From an optimization exercise on the open Yosys and OpenROAD flow, aimed at small area, a short achievable clock period and few clock cycles per item; shortcuts taken in it are not production practice.
Only simulation tests tie the RTL to the original design; equivalence was not proved.

==> flow/design.v <==
`timescale 1ns / 1ps
module top_sha(input clk,rst,byte_rdy,byte_stop,input [7:0] data_in,
					output overflow_err,output [255:0] Hash_Digest, output hashing_done
    );
	localparam [31:0] IV0 = 32'h6a09e667, IV1 = 32'hbb67ae85,
	                  IV2 = 32'h3c6ef372, IV3 = 32'ha54ff53a,
	                  IV4 = 32'h510e527f, IV5 = 32'h9b05688c,
	                  IV6 = 32'h1f83d9ab, IV7 = 32'h5be0cd19;
	function [31:0] csa_s;
		input [31:0] x, y, z;
		csa_s = x ^ y ^ z;
	endfunction
	function [31:0] csa_c;
		input [31:0] x, y, z;
		csa_c = {((x & y) | (z & (x | y))), 1'b0} ;
	endfunction
	reg [5:0] len;           
	reg       stp;           
	reg [6:0] lcnt;          
	reg [5:0] kidx;          
	reg       kst;           
	reg       ev;            
	reg       av;            
	reg       elast;         
	reg       alast;         
	reg       done_r;
	reg       ovf_r;
	reg [31:0] w1,w2,w3,w4,w5,w6,w7,w8,w9,w10,w11,w12,w13,w14,w15;
	reg [31:0] X;            
	reg [31:0] KW;           
	reg [31:0] T1;           
	reg [31:0] a,b,c,d,e,f,g,h;
	wire [5:0] len_nx = len + 6'd1;
	wire ld_msg = byte_rdy & (len[1:0] == 2'd3);
	wire ld_pad = (stp | byte_stop) & ~lcnt[6];
	wire ld     = ld_msg | ld_pad;
	wire sh     = (byte_rdy & (len[1:0] == 2'd0) & (len != 6'd0)) |
	              (ld_pad & ~((lcnt == {3'd0, len[5:2]}) & (len[1:0] != 2'd0)));
	reg [31:0] padw;
	always @(*) begin
		case (len[1:0])
			2'd0: padw = 32'h80000000;
			2'd1: padw = {w15[7:0], 24'h800000};
			2'd2: padw = {w15[15:0], 16'h8000};
			default: padw = {w15[23:0], 8'h80};
		endcase
	end
	wire [31:0] s0w = {w2[6:0],w2[31:7]} ^ {w2[17:0],w2[31:18]} ^ (w2 >> 3);
	wire [31:0] s1w = {w15[16:0],w15[31:17]} ^ {w15[18:0],w15[31:19]} ^ (w15 >> 10);
	wire [31:0] xs1 = csa_s(w10, w1, s0w);
	wire [31:0] xc1 = csa_c(w10, w1, s0w);
	wire [31:0] wexp = csa_s(xs1, xc1, s1w) + csa_c(xs1, xc1, s1w);
	reg [31:0] wnew;
	always @(*) begin
		if (byte_rdy)
			wnew = {w15[23:0], data_in};
		else if (lcnt[6:4] != 3'd0)
			wnew = X;
		else if (lcnt[3:0] == len[5:2])
			wnew = padw;
		else if (lcnt[3:0] == 4'd15)
			wnew = {23'd0, len, 3'd0};
		else
			wnew = 32'd0;
	end
	reg [31:0] K;
	always @(*) begin
		case (kidx)
			6'd0: K = 32'h428a2f98; 6'd1: K = 32'h71374491; 6'd2: K = 32'hb5c0fbcf; 6'd3: K = 32'he9b5dba5;
			6'd4: K = 32'h3956c25b; 6'd5: K = 32'h59f111f1; 6'd6: K = 32'h923f82a4; 6'd7: K = 32'hab1c5ed5;
			6'd8: K = 32'hd807aa98; 6'd9: K = 32'h12835b01; 6'd10: K = 32'h243185be; 6'd11: K = 32'h550c7dc3;
			6'd12: K = 32'h72be5d74; 6'd13: K = 32'h80deb1fe; 6'd14: K = 32'h9bdc06a7; 6'd15: K = 32'hc19bf174;
			6'd16: K = 32'he49b69c1; 6'd17: K = 32'hefbe4786; 6'd18: K = 32'h0fc19dc6; 6'd19: K = 32'h240ca1cc;
			6'd20: K = 32'h2de92c6f; 6'd21: K = 32'h4a7484aa; 6'd22: K = 32'h5cb0a9dc; 6'd23: K = 32'h76f988da;
			6'd24: K = 32'h983e5152; 6'd25: K = 32'ha831c66d; 6'd26: K = 32'hb00327c8; 6'd27: K = 32'hbf597fc7;
			6'd28: K = 32'hc6e00bf3; 6'd29: K = 32'hd5a79147; 6'd30: K = 32'h06ca6351; 6'd31: K = 32'h14292967;
			6'd32: K = 32'h27b70a85; 6'd33: K = 32'h2e1b2138; 6'd34: K = 32'h4d2c6dfc; 6'd35: K = 32'h53380d13;
			6'd36: K = 32'h650a7354; 6'd37: K = 32'h766a0abb; 6'd38: K = 32'h81c2c92e; 6'd39: K = 32'h92722c85;
			6'd40: K = 32'ha2bfe8a1; 6'd41: K = 32'ha81a664b; 6'd42: K = 32'hc24b8b70; 6'd43: K = 32'hc76c51a3;
			6'd44: K = 32'hd192e819; 6'd45: K = 32'hd6990624; 6'd46: K = 32'hf40e3585; 6'd47: K = 32'h106aa070;
			6'd48: K = 32'h19a4c116; 6'd49: K = 32'h1e376c08; 6'd50: K = 32'h2748774c; 6'd51: K = 32'h34b0bcb5;
			6'd52: K = 32'h391c0cb3; 6'd53: K = 32'h4ed8aa4a; 6'd54: K = 32'h5b9cca4f; 6'd55: K = 32'h682e6ff3;
			6'd56: K = 32'h748f82ee; 6'd57: K = 32'h78a5636f; 6'd58: K = 32'h84c87814; 6'd59: K = 32'h8cc70208;
			6'd60: K = 32'h90befffa; 6'd61: K = 32'ha4506ceb; 6'd62: K = 32'hbef9a3f7; 6'd63: K = 32'h177fcb71;
		endcase
	end
	wire [31:0] hsel = ev ? g : h;
	wire [31:0] ks1 = csa_s(K, w15, hsel);
	wire [31:0] kc1 = csa_c(K, w15, hsel);
	wire [31:0] kw_nx = ks1 + kc1;
	wire [31:0] S0 = {a[1:0],a[31:2]} ^ {a[12:0],a[31:13]} ^ {a[21:0],a[31:22]};
	wire [31:0] S1 = {e[5:0],e[31:6]} ^ {e[10:0],e[31:11]} ^ {e[24:0],e[31:25]};
	wire [31:0] MJ = (a & b) | (c & (a | b));
	wire [31:0] CH = (e & f) | (~e & g);
	wire [31:0] dsel = av ? c : d;
	wire [31:0] us = csa_s(KW, CH, S1);
	wire [31:0] uc = csa_c(KW, CH, S1);
	wire [31:0] e_nx  = csa_s(us, uc, dsel) + csa_c(us, uc, dsel);
	wire [31:0] t1k = elast ? 32'h18fb93e8 : 32'd0;
	wire [31:0] t1_nx = csa_s(us, uc, t1k) + csa_c(us, uc, t1k);
	wire [31:0] a_nx  = csa_s(S0, MJ, T1) + csa_c(S0, MJ, T1);
	always @(posedge clk) begin
		if (!rst) begin
			len <= 6'd0;
			stp <= 1'b0;
			lcnt <= 7'd0;
			kidx <= 6'd0;
			kst <= 1'b0;
			ev <= 1'b0;
			av <= 1'b0;
			elast <= 1'b0;
			alast <= 1'b0;
			done_r <= 1'b0;
			ovf_r <= 1'b0;
		end else begin
			if (byte_rdy) begin
				len <= len_nx;
			end
			if (byte_stop) stp <= 1'b1;
			ovf_r <= ((byte_rdy ? len_nx : len) == 6'd55) & ~byte_stop;
			if (ld) lcnt <= lcnt + 7'd1;
			kst <= ld;
			ev <= kst;
			av <= ev;
			if (kst) begin
				kidx <= kidx + 6'd1;
				elast <= (kidx == 6'd63);
			end
			if (ev) alast <= elast;
			if (av & alast) done_r <= 1'b1;
		end
	end
	always @(posedge clk) begin
		KW <= kw_nx;
		T1 <= t1_nx;
		X <= wexp;
	end
	always @(posedge clk) begin
		if (sh) begin
			w1 <= w2; w2 <= w3; w3 <= w4; w4 <= w5; w5 <= w6; w6 <= w7; w7 <= w8;
			w8 <= w9; w9 <= w10; w10 <= w11; w11 <= w12; w12 <= w13; w13 <= w14; w14 <= w15;
		end
		if (byte_rdy | ld_pad)
			w15 <= wnew;
	end
	always @(posedge clk) begin
		if (!rst) begin
			a <= IV0; b <= IV1; c <= IV2; d <= IV3;
			e <= IV4; f <= IV5; g <= IV6; h <= IV7;
		end else begin
			if (av) begin
				a <= a_nx;
				if (alast) begin
					b <= a + IV1; c <= b + IV2; d <= c + IV3;
				end else begin
					b <= a; c <= b; d <= c;
				end
			end
			if (ev) begin
				e <= e_nx;
				if (elast) begin
					f <= e + IV5; g <= f + IV6; h <= g + IV7;
				end else begin
					f <= e; g <= f; h <= g;
				end
			end
		end
	end
	assign Hash_Digest = {a, b, c, d, e, f, g, h};
	assign hashing_done = done_r;
	assign overflow_err = ovf_r;
endmodule
clock: 8.0 ns
lec_check: 0
abc_area: 1
cap_margin: 20
core_margin: 2
core_utilization: 40
setup_slack_margin: 4.3
slew_margin: 20
standard.sh (not shown) runs the stock make flow with config.mk's settings and CLKGATE_MAP_FILE= SYNTH_SCRIPT=/design/flow/synth_recipe.tcl, a recipe that flattens the netlist after the stock synthesis.
==> flow/flow/run.sh <==
#!/bin/bash
# Standard layout, with the smallest buffer on the ports.
set -euo pipefail
export BUFFER_PORTS_ARGS="-buffer_cell sky130_fd_sc_hd__buf_1"
bash standard.sh > standard_make.log 2>&1
The baseline went through all stages and came out clean.
Testbench counts at the start, summed over its fixed seeds: cycles 34,019, items 384.
Then changed:
==> flow/run.sh (new file) <==
#!/bin/bash
# synth_recipe.tcl (not shown) runs the flow's synth.tcl, then flattens the netlist and writes it again
# the make line also repeats each setting of config.mk as NAME=value (left out here)
make -C /OpenROAD-flow-scripts/flow DESIGN_CONFIG=/design/flow/config.mk WORK_HOME=/design/flow/orfs CLKGATE_MAP_FILE= SYNTH_SCRIPT=/design/flow/synth_recipe.tcl finish
removed: flow/flow/run.sh
removed: flow/standard.sh
After rerunning: The new run completed with no timing, DRC or antenna violations; core utilization increases by 1.0 points; via count decreases by 0.58%; non-clock buffer count decreases by 9; worst setup slack gets better by 0.012 ns.

== try-raven ==
top_sha, a different RTL version from the one above (not shown whole).
For scale: about 5,400 cells after synthesis, ~900 flip-flops, about 270 I/O pins, roughly 0.049 mm² of cells after synthesis.
clock: 8.0 ns
lec_check: 0
abc_area: 1
cap_margin: 20
core_margin: 2
core_utilization: 40
cts_buf_list: sky130_fd_sc_hd__clkbuf_8
cts_cluster_size: 30
setup_slack_margin: 4.3
slew_margin: 20
==> flow/flow/run.sh <==
#!/bin/bash
# Standard layout, with the smallest buffer on the ports.
set -euo pipefail
export BUFFER_PORTS_ARGS="-buffer_cell sky130_fd_sc_hd__buf_1"
bash standard.sh > standard_make.log 2>&1
Testbench counts of try-raven, summed over its fixed seeds: cycles 35,171, items 384.
> inputs changed (try-raven -> try-lagoon)
# try-raven
export LEC_CHECK = 0
export ABC_AREA = 1
export CAP_MARGIN = 20
export CORE_MARGIN = 2
export CORE_UTILIZATION = 40
export CTS_BUF_LIST = sky130_fd_sc_hd__clkbuf_8
export CTS_CLUSTER_SIZE = 30
export SETUP_SLACK_MARGIN = 4.3
export SLEW_MARGIN = 20
create_clock -name core_clock -period 8.0 [get_ports {clk}]
# try-lagoon
export LEC_CHECK = 0
export ABC_AREA = 1
export CAP_MARGIN = 20
export CORE_MARGIN = 2
export CORE_UTILIZATION = 40
export SETUP_SLACK_MARGIN = 4.5
export SLEW_MARGIN = 20
create_clock -name core_clock -period 8.0 [get_ports {clk}]
Notes after the runs:
try-lagoon went all the way through synthesis, placement and routing and the layout is clean on timing, DRC and antenna.
Largest driver fanout on the critical path delta for try-lagoon relative to try-raven: 5 lower
Going from try-raven to try-lagoon, share of cells above drive strength 1 went up by 6.8 points, hold slack went down by 0.015 ns, share of final layout cell area taken by clock buffers and inverters went down by 0.31 points.
Delta(clock-buffer cell count, try-lagoon - try-raven) < 0
Looking at portion of the clock cycle consumed by the worst path in the final layout, try-lagoon sits 0.48 points higher than try-raven does.
Comparing try-lagoon with try-raven, the detailed route wirelength on metal2 came out essentially unchanged.
Relative to try-lagoon, the following input files were edited for try-harbor:
# try-lagoon
export LEC_CHECK = 0
export ABC_AREA = 1
export CAP_MARGIN = 20
export CORE_MARGIN = 2
export CORE_UTILIZATION = 40
export SETUP_SLACK_MARGIN = 4.5
export SLEW_MARGIN = 20
create_clock -name core_clock -period 8.0 [get_ports {clk}]
# try-harbor
export LEC_CHECK = 0
export ABC_AREA = 1
export CAP_MARGIN = 20
export CORE_MARGIN = 2
export CORE_UTILIZATION = 40
export PLACE_DENSITY = 0.72
export SETUP_SLACK_MARGIN = 4.3
export SLEW_MARGIN = 20
create_clock -name core_clock -period 8.0 [get_ports {clk}]
Findings:
- The data required time of the critical path of try-harbor falls short of that of try-lagoon by 0.07 ns.
- Across both runs, global routing usage on met1 was lower for try-harbor than for try-lagoon.
- Via count normalized by instance count went up slightly going from try-lagoon to try-harbor.
- The higher filler cell count in the final layout came out of try-lagoon.
- try-harbor: PASS, flow complete, no timing, DRC or antenna violations
- Any difference in number of non-clock inverters between try-lagoon and try-harbor is small enough to ignore.
- A end point of the critical path of T1[31] is what try-harbor shows, while X[21] belongs to try-lagoon.
- Where total wire length after detailed routing is concerned, try-lagoon is outperformed by try-harbor.
> inputs changed (try-harbor -> try-garnet)
# try-harbor
export LEC_CHECK = 0
export ABC_AREA = 1
export CAP_MARGIN = 20
export CORE_MARGIN = 2
export CORE_UTILIZATION = 40
export PLACE_DENSITY = 0.72
export SETUP_SLACK_MARGIN = 4.3
export SLEW_MARGIN = 20
create_clock -name core_clock -period 8.0 [get_ports {clk}]
# try-garnet
export LEC_CHECK = 0
export ABC_AREA = 1
export CAP_MARGIN = 20
export CORE_MARGIN = 2
export CORE_UTILIZATION = 40
export SETUP_SLACK_MARGIN = 3.6
export SLEW_MARGIN = 20
create_clock -name core_clock -period 8.0 [get_ports {clk}]
Findings:
- When try-garnet is set beside try-harbor, its minimum clock period turns out to be 0.50 ns larger.
- In the reports for try-garnet and try-harbor, the smaller final hold slack belongs to try-harbor.
- On routed wire length: between try-garnet and try-harbor, it ends up lower for try-harbor.
- Wire length of the first global-routing pass: try-garnet vs try-harbor up 5.8 mm
- For the ratio of cells with drive above 1 in the final layout, try-garnet came in 6.8 points lower than try-harbor did.
- Going from try-harbor to try-garnet, global-route track usage on met2 shows an increase of 2.0 points.
- try-garnet: no failed stages, no open violations at the end

Another version of the RTL of top_sha (not shown whole).
Size in the first run: about 7100 cells after synthesis, ~920 flip-flops, ~58000 um^2 of cells after synthesis.
clock: 8.0 ns
lec_check: 0
abc_area: 1
cap_margin: 20
core_margin: 2
core_utilization: 40
setup_slack_margin: 4.5
slew_margin: 20
run.sh (not shown) runs the stock make flow with config.mk's settings and CLKGATE_MAP_FILE= SYNTH_SCRIPT=/design/flow/synth_recipe.tcl, a recipe that flattens the netlist after the stock synthesis.
Stock flow here: none of the scripts above is used.
The baseline finished clean.
Testbench counts at the start, summed over its fixed seeds: cycles 34,019, items 384.
Next try:
--- a/flow/config.mk
+++ b/flow/config.mk
@@ -10,4 +10,4 @@
 export CORE_MARGIN = 2
 export CORE_UTILIZATION = 40
-export SETUP_SLACK_MARGIN = 4.5
+export SETUP_SLACK_MARGIN = 4.0
 export SLEW_MARGIN = 20
What happened: Now the flow completed and failed the layout checks on antenna rules; wire length is lower slightly; core utilization came out lower by 3.3 points; fmax shrinks by a little under a tenth; via count drops by a few percent; global-route usage fell by 0.29 points.
Next try:
--- a/flow/config.mk
+++ b/flow/config.mk
@@ -6,5 +6,4 @@
 export NUM_CORES = 4
 export LEC_CHECK = 0
-export ABC_AREA = 1
 export CAP_MARGIN = 20
 export CORE_MARGIN = 2
=>
- Now the flow finished with timing, DRC and antenna clean
- design area came out lower by 3.7%
- worst setup slack gets worse by 0.44 ns
- non-clock buffer count rose by 137
- critical path depth decreases by 4
- first-iteration DRC count falls by 17%
- area after synthesis shrinks by 8.8%
- count of clock-buffer cells in the layout does not change

top_sha, a different RTL version from the one above (not shown whole).
Size in the first run: about 5,300 cells after synthesis, roughly 270 I/O pins.
export LEC_CHECK = 0
export CAP_MARGIN = 20
export CORE_MARGIN = 2
export CORE_UTILIZATION = 40
export SETUP_SLACK_MARGIN = 5.0
export SLEW_MARGIN = 20
create_clock -name core_clock -period 8.0 [get_ports {clk}]
The first run went through all stages and came out clean.
Testbench counts at the start, summed over its fixed seeds: cycles 34,019, items 384.
==> next run, changes <==
--- a/flow/config.mk
+++ b/flow/config.mk
@@ -9,4 +9,4 @@
 export CORE_MARGIN = 2
 export CORE_UTILIZATION = 40
-export SETUP_SLACK_MARGIN = 5.0
+export SETUP_SLACK_MARGIN = 4.5
 export SLEW_MARGIN = 20
The changed run completed with no timing, DRC or antenna violations.
Die area does not change.
Count of clock-buffer cells in the layout drops by 19.
Sequential share of layout area goes up by 1.9 points.

[re-timing with driven ports]
How much do the figures lean on ideal ports? The routed layouts below were timed once more, with nothing changed but the port constraints. Step 1 sets driving cells, clkbuf_16 on the clock port and buf_2 on the other inputs (assumed; they add their load-dependent delay and slew). Step 2 adds t to the input delays and takes it off the output delays; t is the mean of the earliest and latest rising clock arrival at the registers after step 1. Input paths then give back, and output paths get back, about the clock's delay inside the block. Slacks: ideal ports / drivers / drivers and shift; pairs: ideal ports / drivers.
run | shift t [ns] | setup slack, ns | worst hold slack (ns) | worst setup path at the end
the first run of note 1 | 0.806 | 4.322 / 4.322 / 3.586 | 0.391 / 0.391 / 0.391 | input to register
the second run of note 1 | 0.822 | 4.335 / 4.280 / 3.669 | 0.404 / 0.404 / 0.404 | input to register
try-raven | 0.936 | 4.337 / 4.337 / 3.474 | 0.396 / 0.396 / 0.396 | input to register
try-lagoon | 0.786 | 4.299 / 4.299 / 3.920 | 0.381 / 0.381 / 0.381 | input to register
try-harbor | 0.764 | 4.187 / 4.187 / 3.574 | 0.375 / 0.375 / 0.375 | input to register
try-garnet | 0.784 | 3.690 / 3.690 / 3.234 | 0.400 / 0.400 / 0.400 | input to register
the first run of note 3 | 0.810 | 4.351 / 4.351 / 3.778 | 0.376 / 0.376 / 0.376 | input to register
the second run of note 3 | 0.816 | 4.049 / 4.004 / 3.384 | 0.394 / 0.394 / 0.394 | input to register
the third run of note 3 | 0.810 | 3.607 / 3.607 / 3.304 | 0.359 / 0.359 / 0.359 | input to register
the first run of note 4 | 0.788 | 3.444 / 3.444 / 3.444 | 0.385 / 0.385 / 0.385 | register to register
the second run of note 4 | 0.804 | 3.436 / 3.436 / 3.436 | 0.366 / 0.366 / 0.366 | register to register
For try-raven, which loses most, drivers alone change the setup slack by 0.000 ns; drivers and shift together by -0.863 ns.
